Background: an optimization exercise with open tools, aiming at small area. Do not read the settings as production practice. The RTL was checked by simulation tests, not by an equivalence proof against the original design. Power is estimated from default activity; no workload was simulated.

$ cat run.sh
#!/bin/bash
# synth_recipe.tcl (not shown) runs the flow's synth.tcl, then flattens the netlist and writes it again
# the make line also repeats each setting of config.mk as NAME=value (left out here)
make -C /OpenROAD-flow-scripts/flow DESIGN_CONFIG=/design/flow/config.mk WORK_HOME=/design/flow/orfs CLKGATE_MAP_FILE= SYNTH_SCRIPT=/design/flow/synth_recipe.tcl finish
$ cat config.mk
export PLATFORM = sky130hd
export DESIGN_NAME = core_pipeline
export DESIGN_NICKNAME = core_pipeline
export VERILOG_FILES = /design/flow/design.v
export SDC_FILE = /design/flow/constraint.sdc
export NUM_CORES = 4
export LEC_CHECK = 0
export CAP_MARGIN = 20
export CORE_MARGIN = 2
export CORE_UTILIZATION = 45
export PLACE_DENSITY = 0.6
export SLEW_MARGIN = 20
$ cat constraint.sdc
create_clock -name core_clock -period 6.0 [get_ports {clk}]
set_input_delay 1.2000 -clock core_clock [delete_from_list [all_inputs] [get_ports {clk}]]
set_output_delay 1.2000 -clock core_clock [all_outputs]
set_load 0.01 [all_outputs]
$ cat design.v
module control(
    input [15:0] instr,
    output reg memRead,
    output reg memWrite,
    output reg aluToReg,
    output reg constToReg,
    output reg aluEn,
    output reg halt,
    output reg S2Imm,
    output reg regWrite,
    output reg [2:0] op0,
    output reg [2:0] op1,
    output reg [2:0] op2
);
always @(*) begin
    memRead = 0;
    memWrite = 0;
    aluToReg = 1;
    constToReg = 0;
    aluEn = 1;
    halt = 0;
    S2Imm = 0;
    regWrite = 0;
    op0 = instr[8:6];
    op1 = instr[5:3];
    op2 = instr[2:0];
    case(instr[15:12])     
        4'b0000: begin     
                     aluEn = 0;
                     op0 = instr[2:0];
                     op1 = instr[2:0];     
                     op2 = instr[2:0];
                 end
        4'b0001: begin     
                     aluEn = 0;
                     op0 = instr[2:0];
                     op1 = instr[2:0];
                     op2 = instr[2:0];
                 end
        4'b0010: begin     
                     aluEn = 0;
                     op0 = instr[8:6];
                     op1 = instr[8:6];     
                     op2 = instr[2:0];     
                 end
        4'b0011: begin     
                     aluEn = 0;
                     op0 = instr[8:6];
                     op1 = instr[8:6];     
                     op2 = instr[8:6];
                 end
    endcase
    case(instr[15:11])     
        5'b0100_0: begin     
                       memRead = 1;
                       aluToReg = 0;
                       aluEn = 0;
                       regWrite = 1;
                       op0 = instr[10:8];     
                       op1 = instr[2:0];     
                       op2 = instr[2:0];
                   end
        5'b0100_1: begin     
                       memRead = 1;
                       memWrite = 1;
                       aluEn = 0;
                       op0 = instr[10:8];
                       op1 = instr[10:8];     
                       op2 = instr[2:0];     
                   end
        5'b0101_0: begin     
                       aluToReg = 0;
                       constToReg = 1;
                       aluEn = 0;
                       regWrite = 1;
                       op0 = instr[10:8];
                       op1 = instr[10:8];
                       op2 = instr[10:8];
                   end
    endcase
    case(instr[15:9])     
        7'b0101_100,     
        7'b0101_101,     
        7'b0101_110,     
        7'b0101_111,     
        7'b0110_000,     
        7'b0110_001,     
        7'b0110_010,     
        7'b0110_011,     
        7'b0110_100,     
        7'b0110_101: begin     
                         aluEn = 1;
                         S2Imm = 0;
                         regWrite = 1;
                         op0 = instr[8:6];
                         op1 = instr[5:3];
                         op2 = instr[2:0];
                     end
        7'b0110_110,     
        7'b0110_111,     
        7'b0111_000: begin     
                         aluEn = 1;
                         S2Imm = 1;
                         regWrite = 1;
                         op0 = instr[8:6];
                         op1 = instr[8:6];     
                         op2 = instr[8:6];     
                     end
    endcase
    case(instr)
        16'b0111_0011_1111_1111: aluEn= 0;     
        16'b0111_0010_0000_0000: begin
                                     aluEn= 0;
                                     halt = 1;     
                                 end
    endcase
end
endmodule 
module register_file #(
    parameter index_width = 3,
    parameter reg_width = 32
)(
    input rstn,
    input clk,
    input we,
    input [index_width-1 : 0] op0,     
    input [index_width-1 : 0] op1,     
    input [index_width-1 : 0] op2,     
    input  [reg_width-1 : 0] D,
    output [reg_width-1 : 0] S1,
    output [reg_width-1 : 0] S2
);
reg [reg_width-1 : 0] regs [0 : (1<<index_width)-1];
integer addr_internal;
assign S1 = regs[op1];
assign S2 = regs[op2];
always @(posedge clk) begin
    if(!rstn)
        for(addr_internal=0;  addr_internal < (1<<index_width); addr_internal=addr_internal+1)
            regs[addr_internal] <= 0;
    if(we)
        regs[op0] <= D;
end
endmodule 
module mux2 #(
    parameter data_width = 1
)(
    input [data_width-1 : 0] in0,
    input [data_width-1 : 0] in1,
    input sel,
    output [data_width-1 : 0] out
);
assign out = sel ? in1 : in0;
endmodule
module mux2hetero #(
    parameter data_width_in0out = 1,
    parameter data_width_in1 = 1
)(
    input [data_width_in0out-1 : 0] in0,
    input [data_width_in1-1 : 0] in1,
    input sel,
    output [data_width_in0out-1 : 0] out
);
assign out = sel ? in1 : in0;
endmodule
module sign_extend #(
    parameter in_width = 16,
    parameter out_width = 32
)(
    input [in_width-1 : 0] in,
    output [out_width-1 : 0] out
);
generate
if(in_width>out_width)
    $error("bad usage of sign_extend.v");
endgenerate
assign out =  in[in_width-1]  ?  {{(out_width-in_width){1'b1}}, in}  :  in;
endmodule
module agu #(
    parameter pc_width = 10,
    parameter addr_width = 16,
    parameter data_width = 32,
    parameter pc_step = 1
)(
    input halt,
    input en,
    input isPipeLoading,
    input [5:0] func,
    input [pc_width-1 : 0] pc_in,
    input [data_width-1 : 0] S1,
    input [data_width-1 : 0] S2,
    input [7:0] const_in,
    output reg isJmp,
    output reg [pc_width-1 : 0] pc_out,
    output reg [addr_width-1 : 0] addr,
    output reg [data_width-1 : 0] wr_data
);
wire [pc_width-1 : 0] offset;
reg flag;
always @(*) begin
    isJmp = 0;
    addr = 0;
    wr_data = 0;
    flag = 0;
    if(!halt) begin
        if(en) begin
            isJmp = 1;
            case(func[5:3])         
                3'b000: pc_out = S1;     
                3'b001: pc_out = pc_in + offset;     
                3'b010: begin         
                            case(func[2:0])
                                3'b000: flag = $signed(S1) < 1'sb0;
                                3'b001: flag = $signed(S1) >= 1'sb0;
                                3'b010: flag = S1==0;
                                3'b011: flag = S1!=0;
                            endcase
                            pc_out = flag ? S2 : pc_in + pc_step;
                            isJmp  = flag;
                        end
                3'b011: begin         
                            case(func[2:0])
                                3'b000: flag = $signed(S1) < 1'sb0;
                                3'b001: flag = $signed(S1) >= 1'sb0;
                                3'b010: flag = S1==0;
                                3'b011: flag = S1!=0;
                            endcase
                            pc_out = flag ? pc_in+offset : pc_in + pc_step;
                            isJmp  = flag;
                        end
                default: begin     
                    pc_out = isPipeLoading  ?  pc_in  :  pc_in + pc_step;
                    isJmp  = 0;
                end
            endcase
            addr = 0;
            wr_data = 0;
            case(func[5:2])         
                4'b1000: addr = S1;     
                4'b1001: begin     
                             addr = S1;
                             wr_data = S2;
                         end
                4'b1010: wr_data  =  {S1[data_width-1 : 24],  const_in};     
            endcase
        end
        else
            pc_out = isPipeLoading  ?  pc_in  :  pc_in + pc_step;
    end
    else begin
        pc_out = pc_in;
        isJmp  = 1;
    end
end
sign_extend #(
    .in_width(6),
    .out_width(pc_width)
)sign_extend0(
    .in(const_in[5:0]),
    .out(offset)
);
endmodule
module alu #(
    parameter data_width = 32
)(
    input [data_width-1 : 0] S1,
    input [data_width-1 : 0] S2,
    input en,
    input [4:0] func,
    output reg [data_width-1 : 0] D
);
integer val;
integer i;
always @(*) begin
    if(en)
        case(func)
            5'b01_100: D = $signed(S1) + $signed(S2);
            5'b01_101: D = 0; 
            5'b01_110: D = $signed(S1) - $signed(S2);
            5'b01_111: D = 0; 
            5'b10_000: D = S1 & S2;
            5'b10_001: D = S1 | S2;
            5'b10_010: D = S1 ^ S2;
            5'b10_011: D = ~(S1 & S2);
            5'b10_100: D = ~(S1 | S2);
            5'b10_101: D = ~(S1 ^ S2);
            5'b10_110: D = S1 >> S2;
            5'b10_111: D = $signed(S1) >>> $signed(S2);
            5'b11_000: D = S1 << S2;
            default: D = 0;
        endcase
    else
        D = 0;
end
endmodule
module wb_if_stage #(
    parameter pc_width = 10
)(
    input      clk,
    input      rstn,
    input      halt_ext,
    input      [pc_width-1 : 0] pc_wb,
    output reg [pc_width-1 : 0] pc_if     
);
always @(posedge clk)
    if (!halt_ext)
        pc_if <= (rstn) ? pc_wb : 0;
endmodule
module if_id_stage #(
    parameter pc_width = 10,
    parameter instr_width = 16
)(
    input      clk,
    input      rstn,
    input      halt_ext,
    input      isJmp,
    input      [pc_width-1 : 0] pc_next,
    output reg isPipeLoading_id,
    input      [pc_width-1 : 0] pc_curr_if,
    output reg [pc_width-1 : 0] pc_curr_id
);
always @(posedge clk)
    if (!halt_ext) begin
        pc_curr_id       <= rstn ? (isJmp ? pc_next + 3
                                          : pc_curr_if) : 3;
        isPipeLoading_id <= !rstn || isJmp;
    end
endmodule
module id_ex_stage #(
    parameter pc_width = 10,
    parameter func_width = 6,
    parameter const_width = 8,
    parameter index_width = 3,
    parameter reg_width = 32
)(
    input      clk,
    input      rstn,
    input      halt_ext,
    input      isJmp,
    input      [pc_width-1 : 0] pc_next,
    input      isPipeLoading_id,
    output reg isPipeLoading_ex,
    input      [pc_width-1 : 0] pc_curr_id,
    output reg [pc_width-1 : 0] pc_curr_ex,
    input      [func_width-1 : 0] func_id,
    output reg [func_width-1 : 0] func_ex,
    input      [const_width-1 : 0] const_id,
    output reg [const_width-1 : 0] const_ex,
    input      memRead_id,
    output reg memRead_ex,
    input      memWrite_id,
    output reg memWrite_ex,
    input      aluToReg_id,
    output reg aluToReg_ex,
    input      constToReg_id,
    output reg constToReg_ex,
    input      aluEn_id,
    output reg aluEn_ex,
    input      halt_instr_id,
    output reg halt_instr_ex,
    input      regWrite_id,
    output reg regWrite_ex,
    input      [index_width-1 : 0] op0_id,
    output reg [index_width-1 : 0] op0_ex,
    input      [reg_width-1 : 0] S1_id,
    output reg [reg_width-1 : 0] S1_ex,
    input      [reg_width-1 : 0] S2_id,
    output reg [reg_width-1 : 0] S2_ex
);
always @(posedge clk)
    if(!halt_ext) begin
        pc_curr_ex       <= rstn ? (isJmp ? pc_next + 2
                                          : pc_curr_id) : 2;
        isPipeLoading_ex <= !rstn||isJmp||isPipeLoading_id;
        func_ex          <= (rstn&&!isJmp) ? func_id       : 6'b11_1001;
        const_ex         <= (rstn&&!isJmp) ? const_id      : 8'b1111_1111;
        memRead_ex       <= (rstn&&!isJmp) ? memRead_id    : 0;
        memWrite_ex      <= (rstn&&!isJmp) ? memWrite_id   : 0;
        aluToReg_ex      <= (rstn&&!isJmp) ? aluToReg_id   : 1;
        constToReg_ex    <= (rstn&&!isJmp) ? constToReg_id : 0;
        aluEn_ex         <= (rstn&&!isJmp) ? aluEn_id      : 0;
        halt_instr_ex    <= (rstn&&!isJmp) ? halt_instr_id : 0;
        regWrite_ex      <= (rstn&&!isJmp) ? regWrite_id   : 0;
        op0_ex           <= (rstn&&!isJmp) ? op0_id        : 0;
        S1_ex            <= (rstn&&!isJmp) ? S1_id         : 0;
        S2_ex            <= (rstn&&!isJmp) ? S2_id         : 0;
    end
endmodule
module ex_wb_stage #(
    parameter pc_width = 10,
    parameter index_width = 3,
    parameter reg_width = 32
)(
    input      clk,
    input      rstn,
    input      halt_ext,
    input      isJmp_ex,
    output reg isJmp_wb,
    input      [pc_width-1 : 0] pc_next_ex,
    output reg [pc_width-1 : 0] pc_next_wb,
    input      aluToReg_ex,
    output reg aluToReg_wb,
    input      constToReg_ex,
    output reg constToReg_wb,
    input      regWrite_ex,
    output reg regWrite_wb,
    input      [index_width-1 : 0] op0_ex,
    output reg [index_width-1 : 0] op0_wb,
    input      [reg_width-1 : 0] resAlu_ex,
    output reg [reg_width-1 : 0] resAlu_wb,
    input      [7 : 0] dataConst_ex,
    output reg [7 : 0] dataConst_wb
);
always @(posedge clk)
    if (!halt_ext) begin
        isJmp_wb      <= rstn ? (isJmp_ex&&!isJmp_wb) : 0;
        pc_next_wb    <= rstn ? (isJmp_wb  ? pc_next_wb + 1
                                           : pc_next_ex)   : 1;
        aluToReg_wb   <= (rstn&&!isJmp_ex) ? aluToReg_ex   : 1;
        constToReg_wb <= (rstn&&!isJmp_ex) ? constToReg_ex : 0;
        regWrite_wb   <= (rstn&&!isJmp_ex) ? regWrite_ex   : 0;
        op0_wb        <= (rstn&&!isJmp_ex) ? op0_ex        : 0;
        resAlu_wb     <= (rstn&&!isJmp_ex) ? resAlu_ex     : 0;
        dataConst_wb  <= (rstn&&!isJmp_ex) ? dataConst_ex  : 0;
    end
endmodule
module core_pipeline(
    input rstn,
    input clk,
    input halt_ext,
    output wire [10-1 : 0] pc_curr_if,
    input wire [16-1 : 0] instr_rom_id,
    output wire memRead_ex,
    output wire memWrite_ex,
    output wire [16-1 : 0] addrRam_ex,
    output wire [32-1 : 0] wr_dataRam_ex,
    input wire [32-1 : 0] dataRam_wb
);
wire [10-1 : 0] pc_curr_id;
wire [10-1 : 0] pc_curr_ex;
wire [10-1 : 0] pc_next_ex;
wire [10-1 : 0] pc_next_wb;
wire [16-1 : 0] instr_id_run;     
reg  [16-1 : 0] last_instr_id;
wire [16-1 : 0] instr_id;
wire [7:0] const_ex;
wire [5:0] func_ex;
wire isPipeLoading_id;
wire isPipeLoading_ex;
wire isJmp_ex;
wire isJmp_wb;
reg rstn_seq;
reg halt_ext_seq;
wire memRead_id;
wire memWrite_id;
wire aluToReg_id;
wire aluToReg_ex;
wire aluToReg_wb;
wire constToReg_id;
wire constToReg_ex;
wire constToReg_wb;
wire aluEn_id;
wire aluEn_ex;
wire halt_instr_id;
wire halt_instr_ex;
wire S2Imm_id;
wire regWrite_id;
wire regWrite_ex;
wire regWrite_wb;
wire [2:0] op0_id;
wire [2:0] op0_ex;
wire [2:0] op0_wb;
wire [2:0] op1_id;
wire [2:0] op2_id;
wire [32-1 : 0] D_wb;
wire [32-1 : 0] S1_id;
wire [32-1 : 0] S1_ex;
wire [32-1 : 0] S2reg_id;
wire [32-1 : 0] S2_id;
wire [32-1 : 0] S2_ex;
wire [32-1 : 0] resAlu_ex;
wire [32-1 : 0] resAlu_wb;
wire [        7 : 0] dataConst_wb;
wire [32-1 : 0] resMem_wb;
wb_if_stage #(
    .pc_width(10)
)wb_if_stage0(
    .clk(clk),
    .rstn(rstn),
    .halt_ext(halt_ext),
    .pc_wb(pc_next_wb),
    .pc_if(pc_curr_if)     
);
always @(posedge clk)  rstn_seq <= rstn;
assign instr_id_run = (rstn_seq && !isJmp_wb) ? instr_rom_id : 16'b0111_0011_1111_1111;
if_id_stage #(
    .pc_width(10),
    .instr_width(16)
)if_id_stage0(
    .clk(clk),
    .rstn(rstn),
    .halt_ext(halt_ext),
    .isJmp(isJmp_wb),
    .pc_next(pc_next_wb),
    .isPipeLoading_id(isPipeLoading_id),
    .pc_curr_if(pc_curr_if),
    .pc_curr_id(pc_curr_id)
);
always @(posedge clk) begin     
    last_instr_id <= halt_ext_seq ? last_instr_id : instr_id_run;
    halt_ext_seq  <= halt_ext;
end
assign instr_id = halt_ext_seq ? last_instr_id : instr_id_run;     
control control0(     
    .instr(instr_id),
    .memRead(memRead_id),
    .memWrite(memWrite_id),
    .aluToReg(aluToReg_id),
    .constToReg(constToReg_id),
    .aluEn(aluEn_id),
    .halt(halt_instr_id),
    .S2Imm(S2Imm_id),
    .regWrite(regWrite_id),
    .op0(op0_id),
    .op1(op1_id),
    .op2(op2_id)
);
register_file #(     
    .index_width(3),
    .reg_width(32)
)register_file0(
    .rstn(rstn),
    .clk(clk),
    .we(regWrite_wb),
    .op0(op0_wb),     
    .op1(op1_id),     
    .op2(op2_id),     
    .D(D_wb),
    .S1(S1_id),
    .S2(S2reg_id)
);
mux2hetero #(     
    .data_width_in0out(32),
    .data_width_in1(6)
)mux2hetero0(
    .in0(S2reg_id),
    .in1(instr_id[5:0]),
    .sel(S2Imm_id),
    .out(S2_id)
);
id_ex_stage #(
    .pc_width(10),
    .func_width(6),
    .const_width(8),
    .index_width(3),
    .reg_width(32)
)id_ex_stage0(
    .clk(clk),
    .rstn(rstn),
    .halt_ext(halt_ext),
    .isJmp(isJmp_wb),
    .pc_next(pc_next_wb),
    .isPipeLoading_id(isPipeLoading_id),
    .isPipeLoading_ex(isPipeLoading_ex),
    .pc_curr_id(pc_curr_id),
    .pc_curr_ex(pc_curr_ex),
    .func_id(instr_id[14:9]),
    .func_ex(func_ex),
    .const_id(instr_id[7:0]),
    .const_ex(const_ex),
    .memRead_id(memRead_id),
    .memRead_ex(memRead_ex),
    .memWrite_id(memWrite_id),
    .memWrite_ex(memWrite_ex),
    .aluToReg_id(aluToReg_id),
    .aluToReg_ex(aluToReg_ex),
    .constToReg_id(constToReg_id),
    .constToReg_ex(constToReg_ex),
    .aluEn_id(aluEn_id),
    .aluEn_ex(aluEn_ex),
    .halt_instr_id(halt_instr_id),
    .halt_instr_ex(halt_instr_ex),
    .regWrite_id(regWrite_id),
    .regWrite_ex(regWrite_ex),
    .op0_id(op0_id),
    .op0_ex(op0_ex),
    .S1_id(S1_id),
    .S1_ex(S1_ex),
    .S2_id(S2_id),
    .S2_ex(S2_ex)
);
agu #(     
    .pc_width(10),
    .addr_width(16),
    .data_width(32),
    .pc_step(4)
)agu0(
    .halt(halt_instr_ex),
    .en(~aluEn_ex),
    .isPipeLoading(isPipeLoading_ex),
    .func(func_ex),
    .pc_in(pc_curr_ex),
    .S1(S1_ex),
    .S2(S2_ex),
    .const_in(const_ex),
    .isJmp(isJmp_ex),
    .pc_out(pc_next_ex),
    .addr(addrRam_ex),
    .wr_data(wr_dataRam_ex)
);
alu #(
    .data_width(32)
)alu0(     
    .S1(S1_ex),
    .S2(S2_ex),
    .en(aluEn_ex),
    .func(func_ex[4:0]),
    .D(resAlu_ex)
);
ex_wb_stage #(
    .pc_width(10),
    .index_width(3),
    .reg_width(32)
)ex_wb_stage0(
    .clk(clk),
    .rstn(rstn),
    .halt_ext(halt_ext),
    .isJmp_ex(isJmp_ex),
    .isJmp_wb(isJmp_wb),
    .pc_next_ex(pc_next_ex),
    .pc_next_wb(pc_next_wb),
    .aluToReg_ex(aluToReg_ex),
    .aluToReg_wb(aluToReg_wb),
    .constToReg_ex(constToReg_ex),
    .constToReg_wb(constToReg_wb),
    .regWrite_ex(regWrite_ex),
    .regWrite_wb(regWrite_wb),
    .op0_ex(op0_ex),
    .op0_wb(op0_wb),
    .resAlu_ex(resAlu_ex),
    .resAlu_wb(resAlu_wb),
    .dataConst_ex(wr_dataRam_ex[7:0]),
    .dataConst_wb(dataConst_wb)
);
mux2hetero #(     
    .data_width_in0out(32),
    .data_width_in1(8)
)mux2hetero_1(
    .in0(dataRam_wb),
    .in1(dataConst_wb),
    .sel(constToReg_wb),
    .out(resMem_wb)
);
mux2 #(     
    .data_width(32)
)mux2_0(
    .in0(resMem_wb),
    .in1(resAlu_wb),
    .sel(aluToReg_wb),
    .out(D_wb)
);
endmodule
==> key figures <==
Min path
  • Hold depth: 1
  • Hold worst-path end: ex_wb_stage0.aluToReg_wb
  • Worst min-delay path startpoint: id_ex_stage0.aluToReg_ex
  • Worst min-delay path class: flop to flop

Clocking
  • Inserted Clock Buffers: 50
  • Root Driver: clkbuf_16
  • # Post-CTS Setup Buffers: 0
  • Hold_buf cts: 0
  • CTS clk-pin slew, worst paths: ~60 ps
  • TritonCTS clock tree: done
  • Clk latency of the worst-skew pair: 640 ps
  • Clock Path Buffers: 3
  • CTS resizes: 0
  • H-tree lvl count: 2
  • Sink Count: 451

Route
  • Pre-antenna DRT Iters: 7
  • Drt drc: 0
  • Vias per inst: approximately 6.6
  • Drt total wl: approximately 130000 um
  • Routed WL per cell: 30.3 um
  • Remaining antenna violation count after routing: 0
  • Detailed router's first-iteration violation count: 3658
  • Vias after detailed routing: 28100

Setup path
  • Crit end category: primary output
  • Worst R2R Path Depth: 9
  • Critical path class: flop to primary output
  • Crit path max fanout: 29
  • CP Launch Type: flop
  • Crit Reg-Reg Startpoint: id_ex_stage0.S2_ex[19]
  • CP arrival: 3880 ps
  • Worst r2r dst: ex_wb_stage0.resAlu_wb[2]
  • Flop2flop setup slack: roughly 930 ps
  • WP data required: 4800 ps

Floorplanning
  • Total core area: 0.0701 sq mm
  • # rows: 97
  • Starting Density: 45.5%
  • Die width: about 270 um
  • Die area: 0.0731 sq mm
  • Number of I/O pins: 111
  • Die Height: 270 um

STA
  • Max Transition Viols Final: 0
  • F_max: 0.197 GHz
  • Final hold viol count: 0
  • Final setup fails: 0
  • Fin crit period: roughly 5000 ps
  • Slew margin rel.: 22.5%
  • Post-route setup TNS: 0 ps
  • Clk_skew: 66.1 ps
  • Fin crit share: 84.7%
  • Unrepaired setup endpoints after global routing: no
  • Final WS setup: 919 ps
  • Slew @ Worst Pin: 1160 ps

Placement
  • DP Wirelength: roughly 90000 um
  • Number of I/O port buffers: 110
  • Setup Slack @ Placement: 744 ps
  • GPL Wtd Cong: 1.04
  • Placed Area: 0.0340 sq mm
  • # placed instances: 4149

Power
  • Clk network pwr share: 36.3%
  • Combinational power share: 22.2%
  • PwrDens: between 200 and 300 mW/mm^2
  • Worst VDD drop: 302 uV
  • Leakage Power: about 13 nW
  • Sequential Power Share: 41.5%
  • Sw power: about 2.9 mW
  • Int Power: 6.53 mW
  • Switch share: slightly above 30%

Global routing
  • Initial antenna violation count: 5
  • Vias in the first global route: 26900
  • GRT Overall Usage: 34.3%
  • Pin count of the biggest net entering global routing: 104
  • Grt ovf: 0
  • First-pass GRT wire length: ~190000 um

Synthesis
  • Synth warnings: 9
  • Ys flop type: edfxtp_1
  • Commonest cells post-synth: nor2_1, edfxtp_1, nand2_1
  • Avg Inst Size Synth: 9.83 sq um
  • #FFs+latches synth: between 400 and 500
  • Synth top area cells: edfxtp_1, mux2i_1, mux4_2
  • Number of flops mapped to enable cells by yosys: 433
  • Synth top area share: 40.7%
  • Area of the mapped netlist: around 0.032 sq mm
  • Synth cell types: around 100
  • Synthesized Nets: 3411
  • Asr flop ratio synth: 0%
  • Post-synth top area cell: edfxtp_1
  • Sequential area share after synthesis: 41.8%
  • Post-synthesis cell count: 3248
  • Most common cell in the netlist: nor2_1

Flow run
  • Max Cap Viol: 0

Finish
  • Design area: between 0.03 and 0.04 sq mm
  • Layout cell share with drive strength beyond 1: 10.4%
  • Final nets: 3424
  • Post-Layout Cell Count: 4245
  • Synthesis-to-finish area growth: 12.3%

Run status
  • Status: complete, no violations
through the flow:
| stage | power, mW | hold WS (ps) | util [%] |
|---|---|---|---|
| 2_1_floorplan | 5.29 | 477 | - |
| 3_3_place_gp | 5.97 | 489 | 48.5 |
| 3_5_place_dp | 6.00 | 504 | 48.5 |
| 4_1_cts | 9.40 | 520 | 51.1 |
| 5_1_grt | 9.73 | 536 | 51.1 |
| 6_report | 9.43 | 515 | 51.1 |
layer usage:
layer	wire length, um	share of wire [%]	track usage, %
met1	51700	40	46.7
met5	31	0.024	0
met3	11300	8.8	5.12
met4	7090	5.5	16.6
met2	58700	46	53.7
how the worst max path moves through the flow:
stage / from / endpoint / slack (ps) / depth (start not counted)
6_report: id_ex_stage0.func_ex[3] / wr_dataRam_ex[10] / 920 / 7
5_1_grt: id_ex_stage0.func_ex[3] / wr_dataRam_ex[11] / 820 / 7
4_1_cts: id_ex_stage0.func_ex[3] / wr_dataRam_ex[11] / 950 / 7
3_5_place_dp: instr_rom_id[13] / id_ex_stage0.S2_ex[24] / 740 / 9
3_3_place_gp: instr_rom_id[15] / id_ex_stage0.S2_ex[17] / 850 / 10
2_1_floorplan: halt_ext / ex_wb_stage0.aluToReg_wb / 860 / 1
area by class of cell:
cell class,instances,area (sq um)
tap,940,1180
timing repair buffer,209,1910
sequential,451,13400
antenna,3,7.51
fill,6452,34300
clock buffer,57,1280
clock inverter,36,571
multi-input combinational,2452,17200
inverter,97,369
sequential cells by signal, indices dropped and copies added (netlist names), 6 cells and up:
name,flops
wb_if_stage0.pc_if,10
register_file0.regs,256
id_ex_stage0.func_ex,6
id_ex_stage0.pc_curr_ex,10
id_ex_stage0.S1_ex,32
ex_wb_stage0.pc_next_wb,10
if_id_stage0.pc_curr_id,10
ex_wb_stage0.dataConst_wb,8
id_ex_stage0.const_ex,8
id_ex_stage0.S2_ex,32
last_instr_id,16
ex_wb_stage0.resAlu_wb,32
critical path, stage by stage, from the launching register on:
cell	delay, ps
edfxtp_1	370
buf_4	310
clkinv_1	390
nor4b_2	840
buf_4	330
a22oi_1	90
nor2_1	310
clkdlybuf4s50_1	600
cell families after synthesis:
logic type / share of synthesized area, %
buffers and inverters: 4.65
xor gates and xnor gates: 2.33
AOI/OAI and AO/OA: 16.8
DFF: 41.8
and+or+nand+nor: 15.8
adders and majority gates: 4.43
muxes: 14.2
power groups by stage:
stage	Sequential (mW)	Clock (mW)	Combinational, mW
3_3_place_gp	3.95	0	2.02
6_report	3.91	3.42	2.09
5_1_grt	3.92	3.58	2.23
3_5_place_dp	3.96	0	2.04
2_1_floorplan	3.81	0	1.49
4_1_cts	3.90	3.46	2.05
placed cells by master, fill, tap and decap left out, drive strengths merged, types with 46 or more instances in the layout:
cell type	instances
mux4	91
and2	46
nand3	63
buf	100
nand2	258
a22oi	47
a21oi	204
clkdlybuf4s50	109
nor2	504
o21ai	148
inv	95
ha	110
xnor2	60
mux2i	224
clkbuf	57
nor3	66
edfxtp	433
o22ai	83

-- port drivers added, routing unchanged --
The flow's constraints put no driver on any port. The routed layout listed below was extracted and timed again, unchanged, in two steps. Step 1 sets driving cells, clkbuf_16 on the clock port and buf_2 on the other inputs (assumed; they add their load-dependent delay and slew). Step 2 also shifts input and output timing later by t, the mid clock arrival at the registers, as if the neighbouring blocks saw the same clock. Slacks: ideal ports / drivers / drivers and shift; pairs: ideal ports / drivers.
t (ns): 0.674
setup slack, ns: 0.919 / 0.852 / 0.718
worst setup path at the end: input to register
After both steps this run still meets setup and hold. For this run, drivers alone change the setup slack by -0.067 ns; drivers and shift together by -0.201 ns.
